This is an optimization exercise on Yosys and OpenROAD, whose aim is a short achievable clock period and few clock cycles, not a production implementation. Only simulation tests tie the RTL to the original design; equivalence was not proved. Power figures rest on the tool's default switching activity, not on a simulated workload.

## flow/config.mk

```make
export PLATFORM = sky130hd
export DESIGN_NAME = CPU
export DESIGN_NICKNAME = CPU
export VERILOG_FILES = /design/flow/design.v
export SDC_FILE = /design/flow/constraint.sdc
export NUM_CORES = 4
export LEC_CHECK = 0
export CAP_MARGIN = 40
export CORE_MARGIN = 2
export CORE_UTILIZATION = 25
export PLACE_DENSITY = 0.45
export SETUP_SLACK_MARGIN = 4.2
export SLEW_MARGIN = 40
```

## flow/constraint.sdc

```tcl
create_clock -name core_clock -period 8.0 [get_ports {clk}]
set_input_delay 1.6000 -clock core_clock [delete_from_list [all_inputs] [get_ports {clk}]]
set_output_delay 1.6000 -clock core_clock [all_outputs]
set_load 0.01 [all_outputs]
```

## flow/design.v

```verilog
module Add4 (
    input [31:0] in,
    output logic [31:0] out
);
always_comb begin
    out = in + 32'd4;
end
endmodule
module Add_1_1 (
    input [31:0] in1,
    input [31:0] in2,
    output logic [31:0] out
);
always_comb begin
    out = in1 + in2;
end
endmodule
module ALU_Control (
    input [6:0] funct7,
    input [2:0] funct3,
    input [6:0] opcode,
    output logic [4:0] alu_ctrl
);
parameter [4:0] alu_nop = 5'd0,
                alu_add = 5'd1,
                alu_sub = 5'd2,
                alu_slts = 5'd3,
                alu_sltu = 5'd4,
                alu_slu = 5'd5,
                alu_srs = 5'd6,
                alu_sru = 5'd7,
                alu_and = 5'd8,
                alu_or = 5'd9,
                alu_xor = 5'd10,
                alu_beq = 5'd11,
                alu_bne = 5'd12,
                alu_blts = 5'd13,
                alu_bltu = 5'd14,
                alu_bges = 5'd15,
                alu_bgeu = 5'd16;
always_comb begin
    case({funct3, opcode})
        {3'b000, 7'b0110011},
        {3'b010, 7'b0000011},
        {3'b000, 7'b0010011},
        {3'b000, 7'b0000011},
        {3'b000, 7'b1100111},
        {3'b010, 7'b0100011},
        {3'b000, 7'b0100011}: begin
            if(funct7[5] == 1'b1 && opcode == 7'b0110011)
                alu_ctrl = alu_sub;    
            else 
                alu_ctrl = alu_add;
        end
        {3'b001, 7'b0110011},
        {3'b001, 7'b0010011}: begin
            alu_ctrl = alu_slu;    
        end
        {3'b010, 7'b0110011},
        {3'b010, 7'b0010011}: begin
            alu_ctrl = alu_slts;    
        end
        {3'b011, 7'b0110011},
        {3'b011, 7'b0010011}: begin
            alu_ctrl = alu_sltu;    
        end
        {3'b100, 7'b0110011},
        {3'b100, 7'b0010011}: begin
            alu_ctrl = alu_xor;    
        end
        {3'b101, 7'b0110011},
        {3'b101, 7'b0010011}: begin
            if(funct7[5] == 1'b0)
                alu_ctrl = alu_sru;    
            else 
                alu_ctrl = alu_srs;
        end
        {3'b110, 7'b0110011},
        {3'b110, 7'b0010011}: begin
            alu_ctrl = alu_or;    
        end
        {3'b111, 7'b0110011},
        {3'b111, 7'b0010011}: begin
            alu_ctrl = alu_and;    
        end
        {3'b000, 7'b1100011}: begin
            alu_ctrl = alu_beq;
        end
        {3'b001, 7'b1100011}: begin
            alu_ctrl = alu_bne;
        end
        {3'b100, 7'b1100011}: begin
            alu_ctrl = alu_blts;
        end
        {3'b101, 7'b1100011}: begin
            alu_ctrl = alu_bges;
        end
        {3'b110, 7'b1100011}: begin
            alu_ctrl = alu_bltu;
        end
        {3'b111, 7'b1100011}: begin
            alu_ctrl = alu_bgeu;
        end
        default: 
            alu_ctrl = alu_nop;
    endcase
end
endmodule
module ALU (
    input [4:0] alu_ctrl,
    input [31:0] alu_in1,
    input [31:0] alu_in2,
    output logic [31:0] alu_out,
    output logic branch_flag
);
parameter [4:0] alu_nop = 5'd0,
                alu_add = 5'd1,
                alu_sub = 5'd2,
                alu_slts = 5'd3,
                alu_sltu = 5'd4,
                alu_slu = 5'd5,
                alu_srs = 5'd6,
                alu_sru = 5'd7,
                alu_and = 5'd8,
                alu_or = 5'd9,
                alu_xor = 5'd10,
                alu_beq = 5'd11,
                alu_bne = 5'd12,
                alu_blts = 5'd13,
                alu_bltu = 5'd14,
                alu_bges = 5'd15,
                alu_bgeu = 5'd16;
always_comb begin
    case(alu_ctrl)
        alu_nop: begin
            alu_out = alu_in2;
            branch_flag = 1'b0;
        end 
        alu_add: begin
            alu_out = alu_in1 + alu_in2;
            branch_flag = 1'b0;
        end
        alu_sub: begin
            alu_out = alu_in1 - alu_in2;
            branch_flag = 1'b0;
        end 
        alu_slts: begin
            alu_out = ($signed(alu_in1) < $signed(alu_in2)) ? 1 : 0;
            branch_flag = 1'b0;
        end
        alu_sltu: begin
            alu_out = (alu_in1 < alu_in2) ? 1 : 0;
            branch_flag = 1'b0;
        end
        alu_slu: begin
            alu_out = alu_in1 << alu_in2[4:0];
            branch_flag = 1'b0;
        end 
        alu_srs: begin
            alu_out = $signed(alu_in1) >>> alu_in2[4:0];
            branch_flag = 1'b0;
        end 
        alu_sru: begin
            alu_out = alu_in1 >> alu_in2[4:0];
            branch_flag = 1'b0;
        end 
        alu_and: begin
            alu_out = alu_in1 & alu_in2;
            branch_flag = 1'b0;
        end 
        alu_or: begin
            alu_out = alu_in1 | alu_in2;
            branch_flag = 1'b0;
        end 
        alu_xor: begin
            alu_out = alu_in1 ^ alu_in2;
            branch_flag = 1'b0;
        end 
        alu_beq: begin
            alu_out = 32'd0;
            branch_flag = (alu_in1 == alu_in2) ? 1'b1 : 1'b0;
        end 
        alu_bne: begin
            alu_out = 32'd0;
            branch_flag = (alu_in1 != alu_in2) ? 1'b1 : 1'b0;
        end 
        alu_blts: begin
            alu_out = 32'd0;
            branch_flag = ($signed(alu_in1) < $signed(alu_in2)) ? 1'b1 : 1'b0;
        end
        alu_bltu: begin
            alu_out = 32'd0;
            branch_flag = (alu_in1 < alu_in2) ? 1'b1 : 1'b0;
        end
        alu_bges: begin
            alu_out = 32'd0;
            branch_flag = ($signed(alu_in1) >= $signed(alu_in2)) ? 1'b1 : 1'b0;
        end
        alu_bgeu: begin
            alu_out = 32'd0;
            branch_flag = (alu_in1 >= alu_in2) ? 1'b1 : 1'b0;
        end
        default: begin
            alu_out = 32'd0;
            branch_flag = 1'b0;
        end
    endcase
end
endmodule
module Branch_Control (
    input [6:0] opcode,
    input branch_flag,
    output logic [1:0] branch_ctrl
);
always_comb begin
    if(branch_flag == 1'b1 || opcode == 7'b1101111)
        branch_ctrl = 2'b10;
    else if(opcode == 7'b1100111) 
        branch_ctrl = 2'b01;
    else 
        branch_ctrl = 2'b00;
end
endmodule
module Control_Unit (
    input [6:0] opcode,
    output logic rd_src,  
    output logic alu_in2_sel,
    output logic pc_src,
    output logic wb_sel,
    output logic imm_sel,
    output logic reg_w,
    output logic mem_r,
    output logic mem_w,
    output logic disable_stall
);
always_comb begin
    case (opcode)
        7'b0110011:  begin
            rd_src = 1'b1;          
            alu_in2_sel = 1'b0;     
            pc_src = 1'b0;          
            wb_sel = 1'b0;          
            imm_sel = 1'b0;        
            reg_w = 1'b1;          
            mem_r = 1'b0;          
            mem_w = 1'b0;
            disable_stall = 1'b0;
        end 
        7'b0010011: begin
            rd_src = 1'b1;          
            alu_in2_sel = 1'b1;     
            pc_src = 1'b0;          
            wb_sel = 1'b0;          
            imm_sel = 1'b1;
            reg_w = 1'b1;
            mem_r = 1'b0;
            mem_w = 1'b0;
            disable_stall = 1'b0;
        end  
        7'b0000011: begin
            rd_src = 1'b1;          
            alu_in2_sel = 1'b1;     
            pc_src = 1'b0;          
            wb_sel = 1'b1;          
            imm_sel = 1'b1;
            reg_w = 1'b1;
            mem_r = 1'b1;
            mem_w = 1'b0;
            disable_stall = 1'b1;
        end 
        7'b1100111: begin
            rd_src = 1'b0;          
            alu_in2_sel = 1'b1;     
            pc_src = 1'b0;          
            wb_sel = 1'b0;          
            imm_sel = 1'b1;        
            reg_w = 1'b1;
            mem_r = 1'b0;
            mem_w = 1'b0;  
            disable_stall = 1'b0;
        end
        7'b0100011: begin
            rd_src = 1'b1;          
            alu_in2_sel = 1'b1;     
            pc_src = 1'b0;          
            wb_sel = 1'b0;          
            imm_sel = 1'b1;
            reg_w = 1'b0;
            mem_r = 1'b0;
            mem_w = 1'b1;  
            disable_stall = 1'b0;
        end
        7'b1100011: begin
            rd_src = 1'b0;          
            alu_in2_sel = 1'b0;     
            pc_src = 1'b1;          
            wb_sel = 1'b0;          
            imm_sel = 1'b1;
            reg_w = 1'b0;
            mem_r = 1'b0;
            mem_w = 1'b0;  
            disable_stall = 1'b0;
        end
        7'b0010111: begin
            rd_src = 1'b0;          
            alu_in2_sel = 1'b0;     
            pc_src = 1'b1;          
            wb_sel = 1'b0;          
            imm_sel = 1'b1;
            reg_w = 1'b1;
            mem_r = 1'b0;
            mem_w = 1'b0;
            disable_stall = 1'b0;
        end 
        7'b0110111: begin
            rd_src = 1'b1;          
            alu_in2_sel = 1'b1;     
            pc_src = 1'b0;          
            wb_sel = 1'b0;          
            imm_sel = 1'b1;
            reg_w = 1'b1;
            mem_r = 1'b0;
            mem_w = 1'b0; 
            disable_stall = 1'b0;
        end
        7'b1101111: begin
            rd_src = 1'b0;          
            alu_in2_sel = 1'b1;     
            pc_src = 1'b0;          
            wb_sel = 1'b0;          
            imm_sel = 1'b1;
            reg_w = 1'b1;
            mem_r = 1'b0;
            mem_w = 1'b0;    
            disable_stall = 1'b0;
        end 
        default: begin
            rd_src = 1'b0;         
            alu_in2_sel = 1'b0;    
            pc_src = 1'b0;         
            wb_sel = 1'b0;         
            imm_sel = 1'b0;
            reg_w = 1'b0;
            mem_r = 1'b0;
            mem_w = 1'b0;
            disable_stall = 1'b0;
        end 
    endcase
end
endmodule
module DM_Read_Gen (
    input [2:0] funct3,
    input [31:0] pc,
    input [31:0] data,
    input mem_r,
    output logic [31:0] read_data
);
always_comb begin
    if(mem_r) begin
        if(funct3 == 3'b000) begin
            case (pc[1:0])
                2'b00: begin
                    read_data = {{24{data[7]}}, data[7:0]};
                end
                2'b01: begin
                    read_data = {{24{data[15]}}, data[15:8]};
                end
                2'b10: begin
                    read_data = {{24{data[23]}}, data[23:16]};
                end
                2'b11: begin
                    read_data = {{24{data[31]}}, data[31:24]};
                end 
            endcase
        end
        else begin
            read_data = data;
        end
    end
    else begin
        read_data = 32'd0;
    end
end
endmodule
module DM_Write_Gen (
    input [2:0] funct3,
    input [31:0] alu,
    input [31:0] data,
    input mem_w,
    output logic [3:0] write_en,
    output logic [31:0] write_data
);
always_comb begin
    if(mem_w) begin
        if(funct3 == 3'b000) begin
            case (alu[1:0])
                2'b00: begin
                    write_en = 4'b1110;
                    write_data = {24'd0, data[7:0]};
                end
                2'b01: begin
                    write_en = 4'b1101;
                    write_data = {16'd0, data[7:0], 8'd0};
                end
                2'b10: begin
                    write_en = 4'b1011;
                    write_data = {8'd0, data[7:0], 16'd0};
                end
                2'b11: begin
                    write_en = 4'b0111;
                    write_data = {data[7:0], 24'd0};
                end 
            endcase
        end
        else begin
            write_en = 4'd0;
            write_data = data;
        end
    end
    else begin
        write_en = 4'b1111;
        write_data = 32'd0;
    end
end
endmodule
module EX_MEM_reg (
    input clk,
    input rst,
    input EX_MEM_stall,
    input EX_MEM_flush,
    input rd_src_in,
    input wb_sel_in,
    input reg_w_in,
    input mem_r_in,
    input mem_w_in,
    input disable_stall_in,
    input [31:0] pc_in,
    input [31:0] alu_in,
    input [4:0] rr2_addr_in,
    input [31:0] rr2_data_in,
    input [4:0] wr_addr_in,
    input [6:0] opcode_in,
    input [2:0] funct3_in,
    input branch_flag_in,
    input [31:0] pc_add_imm_in,
    output logic rd_src_out,
    output logic wb_sel_out,
    output logic reg_w_out,
    output logic mem_r_out,
    output logic mem_w_out,
    output logic disable_stall_out,
    output logic [31:0] pc_out,
    output logic [31:0] alu_out,
    output logic [4:0] rr2_addr_out,
    output logic [31:0] rr2_data_out,
    output logic [4:0] wr_addr_out,
    output logic [6:0] opcode_out,
    output logic [2:0] funct3_out,
    output logic branch_flag_out,
    output logic [31:0] pc_add_imm_out
);
always_ff @(posedge clk, posedge rst) begin
    if(rst) begin
        rd_src_out <= 1'b0;
        wb_sel_out <= 1'b0;
        reg_w_out <= 1'b0;
        mem_r_out <= 1'b0;
        mem_w_out <= 1'b0;
        disable_stall_out <= 1'b0;
        pc_out <= 32'd0;
        alu_out <= 32'd0;
        rr2_addr_out <= 5'd0;
        rr2_data_out <= 32'd0;
        wr_addr_out <= 5'd0;
        opcode_out <= 7'd0;
        funct3_out <= 3'd0;
        branch_flag_out <= 1'b0;
        pc_add_imm_out <= 32'd0;
    end
    else if(EX_MEM_flush) begin
    	rd_src_out <= 1'b0;
        wb_sel_out <= 1'b0;
        reg_w_out <= 1'b0;
        mem_r_out <= 1'b0;
        mem_w_out <= 1'b0;
        disable_stall_out <= 1'b0;
        pc_out <= 32'd0;
        alu_out <= 32'd0;
        rr2_addr_out <= 5'd0;
        rr2_data_out <= 32'd0;
        wr_addr_out <= 5'd0;
        opcode_out <= 7'd0;
        funct3_out <= 3'd0;
        branch_flag_out <= 1'b0;
        pc_add_imm_out <= 32'd0;
    end
    else if(EX_MEM_stall) begin
        disable_stall_out <= 1'd0;
    end
    else begin
        rd_src_out <= rd_src_in;
        wb_sel_out <= wb_sel_in;
        reg_w_out <= reg_w_in;
        mem_r_out <= mem_r_in;
        mem_w_out <= mem_w_in;
        disable_stall_out <= disable_stall_in;
        pc_out <= pc_in;
        alu_out <= alu_in;
        rr2_addr_out <= rr2_addr_in;
        rr2_data_out <= rr2_data_in;
        wr_addr_out <= wr_addr_in;
        opcode_out <= opcode_in;
        funct3_out <= funct3_in;
        branch_flag_out <= branch_flag_in;
        pc_add_imm_out <= pc_add_imm_in;
    end
end
endmodule
module Forward_Control (
    input [4:0] EX_MEM_wr_addr,
    input [4:0] MEM_WB_wr_addr,
    input [4:0] ID_EX_rr1_addr,
    input [4:0] ID_EX_rr2_addr,
    input [4:0] EX_MEM_rr2_addr,
    input EX_MEM_reg_w,
    input MEM_WB_reg_w,
    input EX_MEM_mem_w,
    output logic [1:0] forward_alu_in1,
    output logic [1:0] forward_alu_in2,
    output logic forward_data_memory
);
always_comb begin
    if(EX_MEM_reg_w && (EX_MEM_wr_addr != 5'b0) && (EX_MEM_wr_addr == ID_EX_rr1_addr))
       forward_alu_in1 = 2'b10;
    else if(MEM_WB_reg_w && (MEM_WB_wr_addr != 5'b0) && (MEM_WB_wr_addr == ID_EX_rr1_addr))
        forward_alu_in1 = 2'b01;
    else 
        forward_alu_in1 = 2'b00;
    if(EX_MEM_reg_w && (EX_MEM_wr_addr != 5'b0) && (EX_MEM_wr_addr == ID_EX_rr2_addr))
       forward_alu_in2 = 2'b10;
    else if(MEM_WB_reg_w && (MEM_WB_wr_addr != 5'b0) && (MEM_WB_wr_addr == ID_EX_rr2_addr))
        forward_alu_in2 = 2'b01;
    else 
       forward_alu_in2 = 2'b00;
    if(MEM_WB_reg_w && EX_MEM_mem_w && (MEM_WB_wr_addr != 5'b0) && (EX_MEM_rr2_addr == MEM_WB_wr_addr))
        forward_data_memory = 1'b1;
    else 
        forward_data_memory = 1'b0;
end
endmodule
module Hazard_Control (
    input [1:0] branch_ctrl,
    input EX_MEM_mem_r,
    input EX_MEM_reg_disable_stall,
    output logic PC_stall,
    output logic IM_stall,
    output logic IF_ID_stall,
    output logic ID_EX_stall,
    output logic EX_MEM_stall,
    output logic MEM_WB_stall,
    output logic IM_flush,
    output logic IF_ID_flush,
    output logic ID_EX_flush,
    output logic EX_MEM_flush
);
always_comb begin
    PC_stall = 1'b0;
    IM_stall = 1'b0;
    IF_ID_stall = 1'b0;
    ID_EX_stall = 1'b0;
    EX_MEM_stall = 1'b0;
    MEM_WB_stall = 1'b0;
    IM_flush = 1'b0;
    IF_ID_flush = 1'b0;
    ID_EX_flush = 1'b0;
    EX_MEM_flush = 1'b0;
    if(EX_MEM_mem_r) begin 
        PC_stall = EX_MEM_reg_disable_stall;
        IM_stall = 1'b1;
        IF_ID_stall = EX_MEM_reg_disable_stall;
        ID_EX_stall = EX_MEM_reg_disable_stall;
        EX_MEM_stall = EX_MEM_reg_disable_stall;
        MEM_WB_stall = EX_MEM_reg_disable_stall;
    end
    else begin
        PC_stall = 1'b0;
        IM_stall = 1'b0;
        IF_ID_stall = 1'b0;
        ID_EX_stall = 1'b0;
        EX_MEM_stall = 1'b0;
        MEM_WB_stall = 1'b0;
    end
    if(branch_ctrl != 2'b00) begin
        IM_flush = 1'b1;
        IF_ID_flush = 1'b1;
        ID_EX_flush = 1'b1;
        EX_MEM_flush = 1'b1;
    end
    else begin
        IM_flush = 1'b0;
        IF_ID_flush = 1'b0;
        ID_EX_flush = 1'b0;
        EX_MEM_flush = 1'b0;
    end
end
endmodule
module ID_EX_reg (
    input clk,
    input rst,
    input ID_EX_stall,
    input ID_EX_flush,
    input rd_src_in,
    input alu_in2_sel_in,
    input pc_src_in,
    input wb_sel_in,
    input reg_w_in,
    input mem_r_in,
    input mem_w_in,
    input disable_stall_in,
    input [31:0] pc_in,
    input [31:0] rr1_data_in,
    input [31:0] rr2_data_in,
    input [4:0] rr1_addr_in,
    input [4:0] rr2_addr_in,
    input [4:0] wr_addr_in,
    input [4:0] alu_ctrl_in,
    input [31:0] imm_in,
    input [6:0] opcode_in,
    input [2:0] funct3_in,
    output logic rd_src_out,
    output logic alu_in2_sel_out,
    output logic pc_src_out,
    output logic wb_sel_out,
    output logic reg_w_out,
    output logic mem_r_out,
    output logic mem_w_out,
    output logic disable_stall_out,
    output logic [31:0] pc_out,
    output logic [31:0] rr1_data_out,
    output logic [31:0] rr2_data_out,
    output logic [4:0] rr1_addr_out,
    output logic [4:0] rr2_addr_out,
    output logic [4:0] wr_addr_out,
    output logic [4:0] alu_ctrl_out,
    output logic [31:0] imm_out,
    output logic [6:0] opcode_out,
    output logic [2:0] funct3_out
);
logic flush_second_time;
always_ff @(posedge clk, posedge rst) begin
    if(rst) begin
        rd_src_out <= 1'd0;
        alu_in2_sel_out <= 1'd0;
        pc_src_out <= 1'd0;
        wb_sel_out <= 1'd0;
        reg_w_out <= 1'd0;
        mem_r_out <= 1'd0;
        mem_w_out <= 1'd0;
        disable_stall_out <= 1'd0;
        pc_out <= 32'd0;
        rr1_data_out <= 32'd0;
        rr2_data_out <= 32'd0;
        rr1_addr_out <= 5'd0;
        rr2_addr_out <= 5'd0;
        wr_addr_out <= 5'd0;
        alu_ctrl_out <= 5'd0;
        imm_out <= 32'd0;
        opcode_out <= 7'd0;
        funct3_out <= 3'd0;
        flush_second_time <= 1'b0;
    end
    else if (ID_EX_flush || flush_second_time) begin
        rd_src_out <= 1'd0;
        alu_in2_sel_out <= 1'd0;
        pc_src_out <= 1'd0;
        wb_sel_out <= 1'd0;
        reg_w_out <= 1'd0;
        mem_r_out <= 1'd0;
        mem_w_out <= 1'd0;
        disable_stall_out <= 1'd0;
        pc_out <= 32'd0;
        rr1_data_out <= 32'd0;
        rr2_data_out <= 32'd0;
        rr1_addr_out <= 5'd0;
        rr2_addr_out <= 5'd0;
        wr_addr_out <= 5'd0;
        alu_ctrl_out <= 5'd0;
        imm_out <= 32'd0;
        opcode_out <= 7'd0;
        funct3_out <= 3'd0;
        flush_second_time <= !flush_second_time;
    end
    else if(!ID_EX_stall) begin
        rd_src_out <= rd_src_in;
        alu_in2_sel_out <= alu_in2_sel_in;
        pc_src_out <= pc_src_in;
        wb_sel_out <= wb_sel_in;
        reg_w_out <= reg_w_in;
        mem_r_out <= mem_r_in;
        mem_w_out <= mem_w_in;
        disable_stall_out <= disable_stall_in;
        pc_out <= pc_in;
        rr1_data_out <= rr1_data_in;
        rr2_data_out <= rr2_data_in;
        rr1_addr_out <= rr1_addr_in;
        rr2_addr_out <= rr2_addr_in;
        wr_addr_out <= wr_addr_in;
        alu_ctrl_out <= alu_ctrl_in;
        imm_out <= imm_in;
        opcode_out <= opcode_in;
        funct3_out <= funct3_in;
    end
end
endmodule
module IF_ID_reg (
    input clk,
    input rst,
    input IF_ID_stall,
    input IF_ID_flush,
    input [31:0] pc_in,
    input [31:0] instr_in,
    output logic [31:0] pc_out,
    output logic [31:0] instr_out
);
always_ff @(posedge clk, posedge rst) begin
    if(rst) begin
        pc_out <= 32'd0;
        instr_out <= 32'd0;
    end
    else if(IF_ID_flush) begin
	pc_out <= 32'd0;
	instr_out <= 32'd0;
    end
    else if(!IF_ID_stall) begin
        pc_out <= pc_in; 
        instr_out <= instr_in;  
    end
    else begin
        instr_out <= instr_in;  
    end
end
endmodule
module IM_Mux (
    input [31:0] instr_1,
    input [31:0] instr_2,
    input IM_stall,
    input IM_flush,
    output logic [31:0] instr_out
);
always_comb begin
    if(IM_flush) begin
        instr_out = 32'd0;
    end
    else if(IM_stall) begin
        instr_out = instr_2;
    end
    else begin
        instr_out = instr_1;
    end
end
endmodule
module Imm_Gen (
    input imm_sel,
    input [31:0] imm_in,
    output logic [31:0] imm_out
);
always_comb begin
   if (imm_sel) begin
       if (imm_in[6:0] == 7'b0000011 || imm_in[6:0] == 7'b0010011 || imm_in[6:0] == 7'b1100111) begin
           if (imm_in[14:12] == 3'b001 && imm_in[14:12] == 3'b101) begin
               imm_out = {27'd0, imm_in[4:0]};
           end
           else begin
               imm_out = {{20{imm_in[31]}}, imm_in[31:20]};
           end
       end
       else if (imm_in[6:0] == 7'b0100011) begin
           imm_out = {{20{imm_in[31]}}, imm_in[31:25], imm_in[11:7]};
       end
       else if (imm_in[6:0] == 7'b1100011) begin
           imm_out = {{20{imm_in[31]}}, imm_in[7], imm_in[30:25], imm_in[11:8], 1'd0};
       end
       else if (imm_in[6:0] == 7'b0010111 || imm_in[6:0] == 7'b0110111) begin
           imm_out = {imm_in[31:12], 12'd0};
       end
       else if (imm_in[6:0] == 7'b1101111) begin
           imm_out = {{12{imm_in[31]}}, imm_in[19:12], imm_in[20], imm_in[30:21], 1'd0};
       end
       else begin
           imm_out = 32'd0;
       end
   end
   else begin
       imm_out = 32'd0;
   end 
end
endmodule
module MEM_WB_reg (
    input clk,
    input rst,
    input MEM_WB_stall,
    input wb_sel_in,
    input reg_w_in,
    input [31:0] rd_data_in,
    input [31:0] rb_data_in,
    input [4:0] wr_addr_in,
    output logic wb_sel_out,
    output logic reg_w_out,
    output logic [31:0] rd_data_out,
    output logic [31:0] rb_data_out,
    output logic [4:0] wr_addr_out
);
always_ff @(posedge clk, posedge rst) begin
    if(rst) begin
        wb_sel_out <= 1'b0;
        reg_w_out <= 1'b0;
        rd_data_out <= 32'd0;
        rb_data_out <= 32'd0;
        wr_addr_out <= 5'd0;
    end
    else if(!MEM_WB_stall) begin
        wb_sel_out <= wb_sel_in;
        reg_w_out <= reg_w_in;
        rd_data_out <= rd_data_in;
        rb_data_out <= rb_data_in;
        wr_addr_out <= wr_addr_in;
    end
end
endmodule
module Mux_2_1 (
    input [31:0] in1,
    input [31:0] in2,
    input sel,
    output logic [31:0] out
);
always_comb begin
    case (sel)
        1'b0:
            out = in1;
        1'b1:
            out = in2;
    endcase
end 
endmodule
module Mux_3_1 (
    input [31:0] in1,
    input [31:0] in2,
    input [31:0] in3,
    input [1:0] sel,
    output logic [31:0] out
);
always_comb begin
    case (sel)
        2'b00:
            out = in1;
        2'b01:
            out = in2;
        2'b10:
            out = in3;
        default: 
            out = 32'd0;
    endcase
end
endmodule
module PC (
    input clk,
    input rst,
    input PC_stall,
    input [31:0] pc_in,
    output logic [31:0] pc_out
);
logic stall_after;
always_ff @(posedge clk, posedge rst) begin
    if (rst) begin
        pc_out <= 32'd0;
        stall_after <= 1'd0;
    end
    else if(!PC_stall) 
        pc_out <= pc_in;
end
endmodule
module Register (
    input clk,
    input rst,
    input [4:0] rr1_addr,
    input [4:0] rr2_addr,
    input [4:0] wr_addr,
    input [31:0] wd,
    input reg_w, 
    output logic [31:0] rr1_data,
    output logic [31:0] rr2_data
);
logic [31:0] reg_data [0:31];
assign rr1_data[31:0] = (wr_addr == rr1_addr && wr_addr != 5'd0 && reg_w) ? wd : reg_data[rr1_addr];
assign rr2_data[31:0] = (wr_addr == rr2_addr && wr_addr != 5'd0 && reg_w) ? wd : reg_data[rr2_addr];
always_ff @(posedge clk, posedge rst) begin
    if (rst) begin
        for (int i = 0; i < 32; i = i + 1) begin
            reg_data[i] <= 32'd0;
        end
    end
    else if (reg_w) begin
        if(wr_addr != 5'd0)
            reg_data[wr_addr] <= wd;
    end
end
endmodule
module cpu_add #(parameter int W = 32, parameter int L = 5) (
    input  [W-1:0] a,
    input  [W-1:0] b,
    input          cin,
    output [W-1:0] s,
    output         cout
);
    logic [W-1:0] g [0:L];
    logic [W-1:0] p [0:L];
    assign g[0] = (a & b) | {{(W-1){1'b0}}, (a[0] ^ b[0]) & cin};
    assign p[0] = a ^ b;
    for (genvar l = 0; l < L; l++) begin : lv
        for (genvar i = 0; i < W; i++) begin : bt
            if (i >= (1 << l)) begin : c
                assign g[l+1][i] = g[l][i] | (p[l][i] & g[l][i - (1 << l)]);
                assign p[l+1][i] = p[l][i] & p[l][i - (1 << l)];
            end else begin : n
                assign g[l+1][i] = g[l][i];
                assign p[l+1][i] = p[l][i];
            end
        end
    end
    assign s = p[0] ^ {g[L][W-2:0], cin};
    assign cout = g[L][W-1];
endmodule
module cpu_addoff #(parameter int LW = 13) (
    input  [31:0]   a,
    input  [LW-1:0] off,
    output [31:0]   s
);
    logic c;
    logic [31-LW:0] hi, hi_p1, hi_m1;
    cpu_add #(.W(LW), .L(LW > 16 ? 5 : 4)) lo (.a(a[LW-1:0]), .b(off), .cin(1'b0), .s(s[LW-1:0]), .cout(c));
    assign hi    = a[31:LW];
    assign hi_p1 = hi + 1'b1;
    assign hi_m1 = hi - 1'b1;
    assign s[31:LW] = off[LW-1] ? (c ? hi : hi_m1) : (c ? hi_p1 : hi);
endmodule
module cpu_ltu32 (
    input  [31:0] a,
    input  [31:0] b,
    output        lt
);
    logic [31:0] g [0:5];
    logic [31:0] p [0:5];
    assign g[0] = a & ~b;
    assign p[0] = ~(a ^ b);
    for (genvar l = 0; l < 5; l++) begin : lv
        localparam int N = 32 >> (l + 1);
        for (genvar i = 0; i < N; i++) begin : bt
            assign g[l+1][i] = g[l][2*i+1] | (p[l][2*i+1] & g[l][2*i]);
            assign p[l+1][i] = p[l][2*i+1] & p[l][2*i];
        end
        for (genvar i = N; i < 32; i++) begin : z
            assign g[l+1][i] = 1'b0;
            assign p[l+1][i] = 1'b0;
        end
    end
    assign lt = ~(g[5][0] | p[5][0]);
endmodule
module cpu_next #(parameter int C = 0) (
    input         t_d, t_f, a_d, a_f,
    input         x_valid, x_jalr, x_br, x_jal, x_pred, x_t4, x_bwd,
    input         dvalid, d_haz, d_pd, dpred,
    input  [31:0] x_t, x_pc4, fseq, pcd, pcd4, d_pdt,
    output [31:0] fn,
    output        dvn, fpn, gon, insn, drpn
);
    logic hd, hf, exr, exs, uk, dv, kill;
    logic [31:0] dflt;
    assign hd   = C ? t_d : a_d;
    assign hf   = C ? t_f : a_f;
    assign exr  = x_valid & (x_jalr | (x_br & ~hd & ~hf));
    assign exs  = x_valid & x_br & ~hd & hf;
    assign uk   = x_valid & x_br & hd & ~dvalid;
    assign dv   = dvalid | uk;
    assign kill = exr | exs;
    assign gon  = dv & ~d_haz & ~kill;
    assign insn = x_valid & ~x_pred & ~x_t4 & ((x_br & (C == 1)) | x_jal);
    assign drpn = x_valid & x_pred & x_br & (C == 0) & ~x_bwd;
    assign dflt = uk ? pcd4 : fseq;
    logic sel_pd, quiet;
    logic [31:0] other;
    assign quiet  = exs | ~dv;        
    assign sel_pd = ~exr & ~quiet & ~d_haz & d_pd & ~dpred;
    assign other  = exr ? (C ? x_t : x_pc4) : (quiet ? fseq : (d_haz ? pcd : dflt));
    assign fn     = sel_pd ? d_pdt : other;
    assign fpn    = ~exr & (quiet | (~d_haz & ~(d_pd & ~dpred) & ~uk));
    assign dvn    = fpn;
endmodule
module CPU (
    input clk,
    input rst,
    input [31:0] im_data_out,
    input [31:0] dm_data_out,
    output [13:0] im_addr,
    output [3:0] dm_write_en,
    output [13:0] dm_addr,
    output [31:0] dm_data_in
);
localparam [6:0] OP_LUI   = 7'b0110111,
                 OP_AUIPC = 7'b0010111,
                 OP_JAL   = 7'b1101111,
                 OP_JALR  = 7'b1100111,
                 OP_BR    = 7'b1100011,
                 OP_LD    = 7'b0000011,
                 OP_ST    = 7'b0100011,
                 OP_IMM   = 7'b0010011,
                 OP_OP    = 7'b0110011;
logic [31:0] F;
logic [31:0] pcd;
logic        dvalid;
logic        dpred;                
logic [2:0]  dpidx;
logic        x_valid;
logic [31:0] x_pc4, x_t, x_pre;
logic [31:0] x_a, x_b, x_op2;     
logic [31:0] x_an, x_bn, x_op2n;
logic [4:0]  x_rd;
logic        x_wrnz, x_ld, x_st, x_br, x_jalr;
logic        x_beq, x_bne, x_blt, x_bge, x_bltu, x_bgeu;
logic        x_sb;
logic        x_pred, x_bwd, x_jal, x_t4;
logic [2:0]  x_pidx;
logic        x_r_add, x_r_sll, x_r_slt, x_r_sltu, x_r_xor, x_r_srl, x_r_or, x_r_and;
logic        x_r_sub, x_sra;
logic        x_r_t;                
logic        x_ldnz, m_ldnz;       
logic [31:0] m_res;
logic [4:0]  m_rd;
logic        m_wrnz, m_ld;         
logic        m_lb;
logic [1:0]  m_off;
logic        m_jr;                 
logic [31:0] m_jt;
logic [4:0]  w_rd;
logic        w_wrnz, w_ld, w_lb;
logic [1:0]  w_off;
logic [13:0] o_dm_addr;
logic [3:0]  o_we_n;
logic [31:0] o_wdata;
logic [31:0] rf [1:31];
logic [31:0] x_result, ld_data;
logic [31:0] w_res, w_data;
logic [15:2] f_out;
assign im_addr     = f_out;
assign dm_addr     = o_dm_addr;
assign dm_write_en = o_we_n;
assign dm_data_in  = o_wdata;
logic [31:0] F4, pcd4;
assign F4   = F + 32'd4;
assign pcd4 = pcd + 32'd4;
logic [31:0] inst;
assign inst = im_data_out;
logic [6:0] opc;
logic [4:0] rd, rs1, rs2;
logic [2:0] f3;
assign opc = inst[6:0];
assign rd  = inst[11:7];
assign rs1 = inst[19:15];
assign rs2 = inst[24:20];
assign f3  = inst[14:12];
logic d_lui, d_auipc, d_jal, d_jalr, d_br, d_ld, d_st, d_imm, d_op;
assign d_lui   = (opc == OP_LUI);
assign d_auipc = (opc == OP_AUIPC);
assign d_jal   = (opc == OP_JAL);
assign d_jalr  = (opc == OP_JALR);
assign d_br    = (opc == OP_BR);
assign d_ld    = (opc == OP_LD);
assign d_st    = (opc == OP_ST);
assign d_imm   = (opc == OP_IMM);
assign d_op    = (opc == OP_OP);
logic d_use1, d_use2, d_wr;
assign d_use1 = d_jalr | d_br | d_ld | d_st | d_imm | d_op;
assign d_use2 = d_br | d_st | d_op;
assign d_wr   = d_lui | d_auipc | d_jal | d_jalr | d_ld | d_imm | d_op;
logic [31:0] imm_i, imm_s, imm_b, imm_u, imm_j;
assign imm_i = {{20{inst[31]}}, inst[31:20]};
assign imm_s = {{20{inst[31]}}, inst[31:25], inst[11:7]};
assign imm_b = {{20{inst[31]}}, inst[7], inst[30:25], inst[11:8], 1'b0};
assign imm_u = {inst[31:12], 12'd0};
assign imm_j = {{12{inst[31]}}, inst[19:12], inst[20], inst[30:21], 1'b0};
logic [31:0] t_b, t_j, t_u, t_jf;
cpu_addoff #(.LW(13)) add_tb (.a(pcd), .off(imm_b[12:0]), .s(t_b));
cpu_addoff #(.LW(21)) add_tj (.a(pcd), .off(imm_j[20:0]), .s(t_j));
cpu_add    #(.W(20), .L(5))  add_tu (.a(pcd[31:12]), .b(imm_u[31:12]), .cin(1'b0), .s(t_u[31:12]), .cout());
assign t_u[11:0] = pcd[11:0];
cpu_addoff #(.LW(12)) add_tjf (.a(x_pre), .off(imm_i[11:0]), .s(t_jf));
logic [31:0] d_aimm;
assign d_aimm = d_st ? imm_s : imm_i;
logic [31:0] d_pre;
assign d_pre = ({32{d_lui}} & imm_u) | ({32{d_auipc}} & t_u) |
               ({32{d_jal | d_jalr}} & pcd4);
logic [31:1] dec1, dec2;
logic [31:0] rv1, rv2;
logic xm1, xm2, mm1, mm2, lm1, lm2;
assign xm1 = x_valid & x_wrnz & (x_rd == rs1);
assign xm2 = x_valid & x_wrnz & (x_rd == rs2);
assign mm1 = m_wrnz & (m_rd == rs1);
assign mm2 = m_wrnz & (m_rd == rs2);
assign lm1 = w_wrnz & (w_rd == rs1);
assign lm2 = w_wrnz & (w_rd == rs2);
logic d_haz;
assign d_haz = (d_use1 & ((x_ldnz & (x_rd == rs1)) | (m_ldnz & (m_rd == rs1)))) |
               (d_use2 & ((x_ldnz & (x_rd == rs2)) | (m_ldnz & (m_rd == rs2))));
logic d_useimm;
assign d_useimm = ~(d_op | d_br);
logic s1x, s1m, s1l, s1r, s2x, s2m, s2l, s2r;
assign s1x = xm1;
assign s1m = ~xm1 & mm1;
assign s1l = ~xm1 & ~mm1 & lm1;
assign s1r = ~xm1 & ~mm1 & ~lm1;
assign s2x = xm2;
assign s2m = ~xm2 & mm2;
assign s2l = ~xm2 & ~mm2 & lm2;
assign s2r = ~xm2 & ~mm2 & ~lm2;
always_comb begin
    rv1 = 32'd0;
    rv2 = 32'd0;
    for (int i = 1; i < 32; i++) begin
        dec1[i] = (rs1 == 5'(i));
        dec2[i] = (rs2 == 5'(i));
        rv1 = rv1 | ({32{dec1[i]}} & rf[i]);
        rv2 = rv2 | ({32{dec2[i]}} & rf[i]);
    end
end
logic [31:0] fa, fb, fo;
assign fa = ({32{s1r}} & rv1) | ({32{s1x}} & x_result) |
            ({32{s1m}} & m_res) | ({32{s1l}} & w_data);
assign fb = ({32{s2r}} & rv2) | ({32{s2x}} & x_result) |
            ({32{s2m}} & m_res) | ({32{s2l}} & w_data);
assign fo = d_useimm ? d_aimm : fb;
logic d_jf, d_pd;
logic [31:0] d_pdt;
assign d_jf  = d_jalr & xm1 & x_r_t;
assign d_pd  = (d_jal & ~(inst[31:12] == 20'h00400)) | (d_br & inst[31]) | d_jf;
assign d_pdt = d_jf ? t_jf : (d_jal ? t_j : t_b);
logic [31:0] a, b, op2;           
logic [31:0] ac, bc, o2c;           
assign a   = x_a;
assign b   = x_b;
assign op2 = x_op2;
assign ac  = ~x_an;
assign bc  = ~x_bn;
assign o2c  = ~x_op2n;
logic [31:0] sum;
logic [31:0] dif;
cpu_add #(.W(32)) add_x (.a(a), .b(op2), .cin(1'b0), .s(sum), .cout());
cpu_add #(.W(32)) sub_x (.a(a), .b(~op2), .cin(1'b1), .s(dif), .cout());
logic [31:0] sll_r, srl_r;
logic [32:0] sr33;
assign sll_r = ac << o2c[4:0];
assign sr33  = $signed({x_sra & ac[31], ac}) >>> o2c[4:0];
assign srl_r = sr33[31:0];
logic lt_u, lt_s;
cpu_ltu32 cmp_alu (.a(ac), .b(o2c), .lt(lt_u));
assign lt_s = (ac[31] ^ o2c[31]) ? ac[31] : lt_u;
logic [31:0] x_other;
assign x_other = ({32{x_r_sll}}  & sll_r) |
                 ({32{x_r_slt}}  & {31'd0, lt_s}) |
                 ({32{x_r_sltu}} & {31'd0, lt_u}) |
                 ({32{x_r_xor}}  & (ac ^ o2c)) |
                 ({32{x_r_srl}}  & srl_r) |
                 ({32{x_r_or}}   & (ac | o2c)) |
                 ({32{x_r_and}}  & (ac & o2c)) |
                 x_pre;
assign x_result = x_r_add ? sum : (x_r_sub ? dif : x_other);
logic beq, bltu, blt, cond;
assign beq = (ac == bc);
cpu_ltu32 cmp_br (.a(ac), .b(bc), .lt(bltu));
assign blt = (ac[31] ^ bc[31]) ? ac[31] : bltu;
assign cond = (x_beq & beq) | (x_bne & ~beq) | (x_blt & blt) | (x_bge & ~blt) |
              (x_bltu & bltu) | (x_bgeu & ~bltu);
localparam int NB = 8;
logic [NB-1:0]  bv;
logic [13:0]    btag [NB];
logic [31:0]    btgt [NB];
logic [2:0]     bptr;
logic [NB-1:0]  bh;
logic           bhit;
logic [31:0]    bt;
logic [2:0]     bidx;
always_comb begin
    bt = 32'd0;
    bidx = 3'd0;
    for (int i = 0; i < NB; i++) begin
        bh[i] = bv[i] & (btag[i] == F[15:2]);
        bt = bt | ({32{bh[i]}} & btgt[i]);
        bidx = bidx | ({3{bh[i]}} & 3'(i));
    end
end
assign bhit = |bh;
logic [31:0] fseq;
assign fseq = bhit ? bt : F4;
logic        u_ins, u_drop;
logic [13:0] u_tag;
logic [31:0] u_tgt;
logic [2:0]  u_idx;
logic t_d, t_f, a_d, a_f;
assign t_d = (x_t[31:2] == pcd[31:2]);
assign t_f = (x_t[31:2] == F[31:2]);
assign a_d = (x_pc4[31:2] == pcd[31:2]);
assign a_f = (x_pc4[31:2] == F[31:2]);
logic [31:0] Fn   [2];
logic        dvn  [2];
logic        fpn  [2];
logic        gon  [2];
logic        insn [2];
logic        drpn [2];
for (genvar c = 0; c < 2; c++) begin : outc
    cpu_next #(.C(c)) nx (
        .t_d(t_d), .t_f(t_f), .a_d(a_d), .a_f(a_f),
        .x_valid(x_valid), .x_jalr(x_jalr), .x_br(x_br), .x_jal(x_jal),
        .x_pred(x_pred), .x_t4(x_t4), .x_bwd(x_bwd),
        .dvalid(dvalid), .d_haz(d_haz), .d_pd(d_pd), .dpred(dpred),
        .x_t(x_t), .x_pc4(x_pc4), .fseq(fseq), .pcd(pcd),
        .pcd4(pcd4), .d_pdt(d_pdt),
        .fn(Fn[c]), .dvn(dvn[c]), .fpn(fpn[c]), .gon(gon[c]),
        .insn(insn[c]), .drpn(drpn[c])
    );
end
logic [31:0] F_next;
logic        dvalid_next, fpred, go, bt_ins, bt_drop;
always_comb begin
    if (m_jr) begin
        F_next = m_jt; dvalid_next = 1'b0; fpred = 1'b0; go = 1'b0;
    end else begin
        F_next      = cond ? Fn[1]  : Fn[0];
        dvalid_next = cond ? dvn[1] : dvn[0];
        fpred       = cond ? fpn[1] : fpn[0];    
        go          = cond ? gon[1] : gon[0];
    end
end
assign bt_ins  = cond ? insn[1] : insn[0];
assign bt_drop = cond ? drpn[1] : drpn[0];
logic [3:0]  st_we_n;
logic [31:0] st_data;
assign st_data = x_sb ? {4{b[7:0]}} : b;
assign st_we_n = x_sb ? ~(4'b0001 << sum[1:0]) : 4'b0000;
logic [7:0]  ld_byte;
always_comb begin
    case (w_off)
        2'd0: ld_byte = dm_data_out[7:0];
        2'd1: ld_byte = dm_data_out[15:8];
        2'd2: ld_byte = dm_data_out[23:16];
        default: ld_byte = dm_data_out[31:24];
    endcase
end
assign ld_data = w_lb ? {{24{ld_byte[7]}}, ld_byte} : dm_data_out;
assign w_data  = w_ld ? ld_data : w_res;
always_ff @(posedge clk or posedge rst) begin
    if (rst) begin
        F       <= 32'd0;
        pcd     <= 32'd0;
        dvalid  <= 1'b0;
        dpred   <= 1'b0;
        dpidx   <= 3'd0;
        bv      <= '0;
        bptr    <= 3'd0;
        u_ins   <= 1'b0;
        u_drop  <= 1'b0;
        x_valid <= 1'b0;
        m_wrnz  <= 1'b0;
        m_ld    <= 1'b0;
        m_ldnz  <= 1'b0;
        x_ldnz  <= 1'b0;
        m_jr    <= 1'b0;
        w_wrnz  <= 1'b0;
        w_ld    <= 1'b0;
        o_we_n  <= 4'b1111;
    end else begin
        F       <= F_next;
        pcd     <= F;
        dvalid  <= dvalid_next;
        dpred   <= fpred & bhit;
        dpidx   <= bidx;
        u_ins   <= bt_ins;
        u_drop  <= bt_drop;
        if (u_ins) begin
            bv[bptr] <= 1'b1;
            bptr <= bptr + 3'd1;
        end else if (u_drop) begin
            bv[u_idx] <= 1'b0;
        end
        x_valid <= go;
        x_ldnz  <= go & d_ld & (rd != 5'd0);
        m_wrnz  <= x_valid & x_wrnz;
        m_ld    <= x_valid & x_ld;
        m_ldnz  <= x_valid & x_ld & x_wrnz;
        m_jr    <= x_valid & x_jalr;
        w_wrnz  <= m_wrnz;
        w_ld    <= m_ld;
        o_we_n  <= (x_valid & x_st) ? st_we_n : 4'b1111;
    end
end
always_ff @(posedge clk) begin
    f_out    <= rst ? 14'd0 : F_next[15:2];
    x_pc4    <= pcd4;
    x_t      <= d_br ? t_b : t_j;
    x_pre    <= d_pre;
    x_a      <= fa;
    x_b      <= fb;
    x_op2    <= fo;
    x_an     <= ~fa;
    x_bn     <= ~fb;
    x_op2n   <= ~fo;
    x_rd     <= rd;
    x_wrnz   <= d_wr & (rd != 5'd0);
    x_ld     <= d_ld;
    x_st     <= d_st;
    x_sb     <= (f3[1:0] == 2'b00);
    x_br     <= d_br;
    x_beq    <= (f3 == 3'b000);
    x_bne    <= (f3 == 3'b001);
    x_blt    <= (f3 == 3'b100);
    x_bge    <= (f3 == 3'b101);
    x_bltu   <= (f3 == 3'b110);
    x_bgeu   <= (f3 == 3'b111);
    x_jalr   <= d_jalr & ~d_jf;
    x_pred   <= dpred;
    x_pidx   <= dpidx;
    x_bwd    <= inst[31];
    x_jal    <= d_jal;
    x_t4     <= d_jal ? (inst[31:12] == 20'h00400) : (imm_b == 32'd4);
    x_r_sub  <= d_op & (f3 == 3'b000) & inst[30];
    x_sra    <= inst[30];
    x_r_add  <= d_ld | d_st | (d_imm & (f3 == 3'b000)) | (d_op & (f3 == 3'b000) & ~inst[30]);
    x_r_sll  <= (d_op | d_imm) & (f3 == 3'b001);
    x_r_slt  <= (d_op | d_imm) & (f3 == 3'b010);
    x_r_sltu <= (d_op | d_imm) & (f3 == 3'b011);
    x_r_xor  <= (d_op | d_imm) & (f3 == 3'b100);
    x_r_srl  <= (d_op | d_imm) & (f3 == 3'b101);
    x_r_or   <= (d_op | d_imm) & (f3 == 3'b110);
    x_r_and  <= (d_op | d_imm) & (f3 == 3'b111);
    x_r_t    <= d_auipc;
    u_tag    <= x_pc4[15:2] - 14'd1;
    u_tgt    <= x_t;
    u_idx    <= x_pidx;
    if (u_ins) begin
        btag[bptr] <= u_tag;
        btgt[bptr] <= u_tgt;
    end
    m_res    <= x_result;
    m_jt     <= {sum[31:1], 1'b0};
    m_rd     <= x_rd;
    m_lb     <= x_sb;
    m_off    <= sum[1:0];
    o_dm_addr <= sum[15:2];
    o_wdata  <= st_data;
    w_res    <= m_res;
    w_rd     <= m_rd;
    w_lb     <= m_lb;
    w_off    <= m_off;
end
always_ff @(posedge clk or posedge rst) begin
    if (rst) begin
        for (int i = 1; i < 32; i++) rf[i] <= 32'd0;
    end else begin
        for (int i = 1; i < 32; i++) begin
            if (w_wrnz && w_rd == 5'(i))
                rf[i] <= w_data;
        end
    end
end
endmodule
```

## flow/run.sh

```bash
#!/bin/bash
# synth_recipe.tcl (not shown) runs the flow's synth.tcl, then flattens the netlist and writes it again
# the make line also repeats each setting of config.mk as NAME=value (left out here)
make -C /OpenROAD-flow-scripts/flow DESIGN_CONFIG=/design/flow/config.mk WORK_HOME=/design/flow/orfs CLKGATE_MAP_FILE= SYNTH_SCRIPT=/design/flow/synth_recipe.tcl finish
```

==> flow_metrics.tcl <==
set metrics [dict create \
    grt_max_degree 138 \
    drtIter0Drc 13400 \
    start_kind "primary input" \
    cts_tree "built" \
    hp-start "x_pidx[0]" \
    rows 232 \
    first_pass_iters 8 \
    end_kind "flop" \
    tightest_slew_ns 0.951 \
    io_buffers 129 \
    outcome "timing/DRC/antenna clean" \
    grt_overflow 0 \
    clk_path_buf_depth 4 \
    slew_headroom 0.366 \
    period_needed_ns 3.92 \
    drv_slew 0 \
    fp.dieW_um 636 \
    routed-wl-met3_mm 56.7 \
    wl_met2_mm 255 \
    highest_layer "met5" \
    synthCells 10500 \
    start_util 0.251 \
    holdCritPathClass "flop to flop" \
    grt_setup_unrepaired "yes" \
    wl_per_cell_um 36.3 \
    fin_skew_ns 0.113 \
    clk_pin_slew_ns 0.07 \
    maxCapViolations 0 \
    syn_avg_cell_area_um2 9.54 \
    grt_first_pass_wirelength_mm 783 \
    synth_top_area_cell "dfrtp_1" \
    setup_viol 0 \
    cts_sinks 1981 \
    core_area_um2 398000 \
    critPathKind "primary input to flop" \
    utilization 0.316 \
    synth_nets 10800 \
    whs_ns 0.328 \
    synth_top_area_share 0.271 \
    vias 94500 \
    ys_warn_count 27 \
    cp_max_fo 16 \
    viasPerCell 5.82 \
    final_antenna_net_count 0 \
    worstPathRequired_ns 8.87 \
    dpl.hpwl_mm 391 \
    numCtsBuffers 232 \
    antenna_found_initial 47 \
    final-hold-violation-count 0 \
    cp-startpoint "im_data_out[24]" \
    synthArstFlopShare 0.548 \
    finalSetupTns_ns 0 \
    insertion_delay_ns 0.97 \
    ioPinCount 130 \
    drc 0 \
    cts.root.buffer_cell "clkbuf_16" \
    routed_wl_mm 589 \
    ys_seq_area_frac 0.489 \
    place.gp.congestion 0.976 \
    synth.distinct_cells 106 \
    timing.fmax_mhz 255 \
    ys_ff_latch 1981 \
    ys.flop_type "dfrtp_1" \
    grt_pass1_vias 88800 \
    p_leak_uw 0.0515 \
    power.density_nw_per_um2 287 \
    synth.cell_area_um2 99800 \
    dieArea_um2 404000 \
    grtUsageTotal 0.277 \
    period_share 0.490 \
    synthTopCellsByArea "dfrtp_1, edfxtp_1, dfxtp_1, o21ai_0, nand2_1" \
    worstPathArrival_ns 4.79 \
    htreeDepth 4 \
    wl_met1_mm 235 \
    vdd_drop_max_uv 242 \
    syn_to_final_growth_pct 25.9 \
    r2r-start "x_t[15]" \
    synth_edf_count 368 \
    fp.dieH_um 636 \
    drive_gt1_frac 0.188 \
    nets 11100 \
]
## repair_timing
item,CTS,global route
resized for setup,746,362
pin swaps,143,197
cloned,4,16
setup buffers,185,166
endpoints found under the hold margin,0,0
endpoints found under the setup margin,308,198
hold buffers,0,0
## path summary, 6_finish.rpt
check | cells past startpoint | slack (ns) | endpoint
min in group asynchronous | 2 | 1.45 | F[26]
worst max-delay path | 12 | 4.08 | x_op2[12]
worst max register to register | 13 | 4.12 | f_out[15]
max in group asynchronous | 5 | 4.58 | rf[14][16]
worst min-delay path | 0 | 0.33 | u_idx[0]
worst min register to register | 0 | 0.33 | u_idx[0]
## cell usage after synthesis (118+ instances only)
library cell     n
nand2_1       1405
o21ai_0       1320
dfrtp_1       1082
clkbuf_1       715
a22oi_1        570
dfxtp_1        527
nor2_1         477
edfxtp_1       368
xnor2_1        346
inv_1          322
a21oi_1        318
a221oi_1       290
a22o_1         276
nand3_1        265
ha_1           257
nand4_1        179
mux2i_1        162
nor3_1         129
xor2_1         118
## per-stage QoR
step | cells | instance area (µm²) | setup slack (ns) | power (µW)
6_report | 16200 | 126000 | 4.08 | 36100
5_1_grt | 16200 | 126000 | 4.03 | 37100
4_1_cts | 16000 | 122000 | 4.10 | 35300
3_5_place_dp | 15400 | 110000 | 0.910 | 22900
3_3_place_gp | 15300 | 108000 | 0.318 | 22900
2_1_floorplan | 10500 | 99900 | 2.78 | 18100
## logic make-up after synthesis
kind of cell | after synthesis | synth area share
compound gates | 3486 | 0.233
fa+ha+maj | 263 | 0.0334
xor+xnor | 465 | 0.0409
mux | 218 | 0.0267
simple gates | 2854 | 0.129
flops | 1981 | 0.489
buf+inv | 1193 | 0.0478
## state kept, by name, summed over array words and instances (netlist names), 13 cells and up
signal / flops
x_pre: 32
pcd: 32
x_b: 32
x_op2n: 32
x_pc4: 31
u_tag: 14
x_op2: 32
o_wdata: 32
btgt: 256
x_an: 32
x_t: 32
m_jt: 18
x_bn: 32
w_res: 32
u_tgt: 32
o_dm_addr: 13
rf: 992
btag: 112
f_out: 14
m_res: 32
F: 32
x_a: 32
## final cells by class
type                            instances  area [µm²]
Clock buffer                          321        6760
Clock inverter                        108        1450
Multi-Input combinational cell       7289       50800
Tap cell                             5265        6590
Inverter                              329        1300
Antenna cell                           29        72.6
Sequential cell                      1981       48900
Fill cell                           40900      273000
Timing Repair Buffer                  906        9770
## cell usage in the layout, fill, tap and decap left out, types with 104 or more instances in the layout
| master | Yosys | final |
|---|---|---|
| clkbuf_16 | 0 | 255 |
| nor2_1 | 477 | 391 |
| o21ai_0 | 1320 | 1249 |
| nand2_1 | 1405 | 1358 |
| buf_4 | 25 | 521 |
| mux2i_1 | 162 | 142 |
| nand3_1 | 265 | 244 |
| buf_12 | 0 | 104 |
| nand4_1 | 179 | 179 |
| dfrtp_1 | 1082 | 1057 |
| a221oi_1 | 290 | 242 |
| a22oi_1 | 570 | 559 |
| ha_1 | 257 | 224 |
| xnor2_1 | 346 | 325 |
| inv_1 | 322 | 305 |
| dfxtp_1 | 527 | 474 |
| xor2_1 | 118 | 109 |
| edfxtp_1 | 368 | 368 |
| a21oi_1 | 318 | 259 |
| a22o_1 | 276 | 275 |
## power breakdown
group / switching, µW / leakage [µW] / internal (µW)
sequential: 2310 / 0.0179 / 11700
combinational: 6590 / 0.0296 / 3920
clock: 4780 / 0.00402 / 6760
## worst max-delay path: stages
cell      delay, ns
buf_6          0.21
or3_4          0.24
nor2_4         0.11
buf_16         0.20
buf_4          0.18
a22o_1         0.23
a221oi_1       0.22
nand3_1        0.11
or4_4          0.64
a222oi_1       0.47
nand2_2        0.24
o21a_1         0.25
## metal layers
metal  vias up  track usage
li1      39000            -
met2      6165        0.423
met1     47500        0.357
met4        26        0.153
met3      1772       0.0689
met5         -            0
Testbench counts, summed over its fixed seeds: cycles 117,341.

==> separate check: timing with driven ports <==
The results above use ideal ports. As a check the final layout listed here was re-extracted and re-timed, cells and wires unchanged.
Step 1 (the two cells are an assumption about what drives the block):
set clk [get_ports {clk}]
set_driving_cell -lib_cell sky130_fd_sc_hd__clkbuf_16 $clk
set_driving_cell -lib_cell sky130_fd_sc_hd__buf_2 [delete_from_list [all_inputs] $clk]
Step 2 also shifts input and output timing later by t, the mid clock arrival at the registers, as if the neighbouring blocks saw the same clock.
a / b / c = ideal ports / drivers / drivers and shift; a / b = the first two.
shift t [ns]: 1.036
setup slack, ns: 4.077 / 4.101 / 3.065
worst setup path after step 2: input to register
clock arrival spread, ns: 0.141 / 0.140
cell pins on the clock port's net: 1
After both steps setup and hold are still met in this run. The setup slack of this run moves by +0.024 ns with the drivers and by -1.012 ns with both steps.
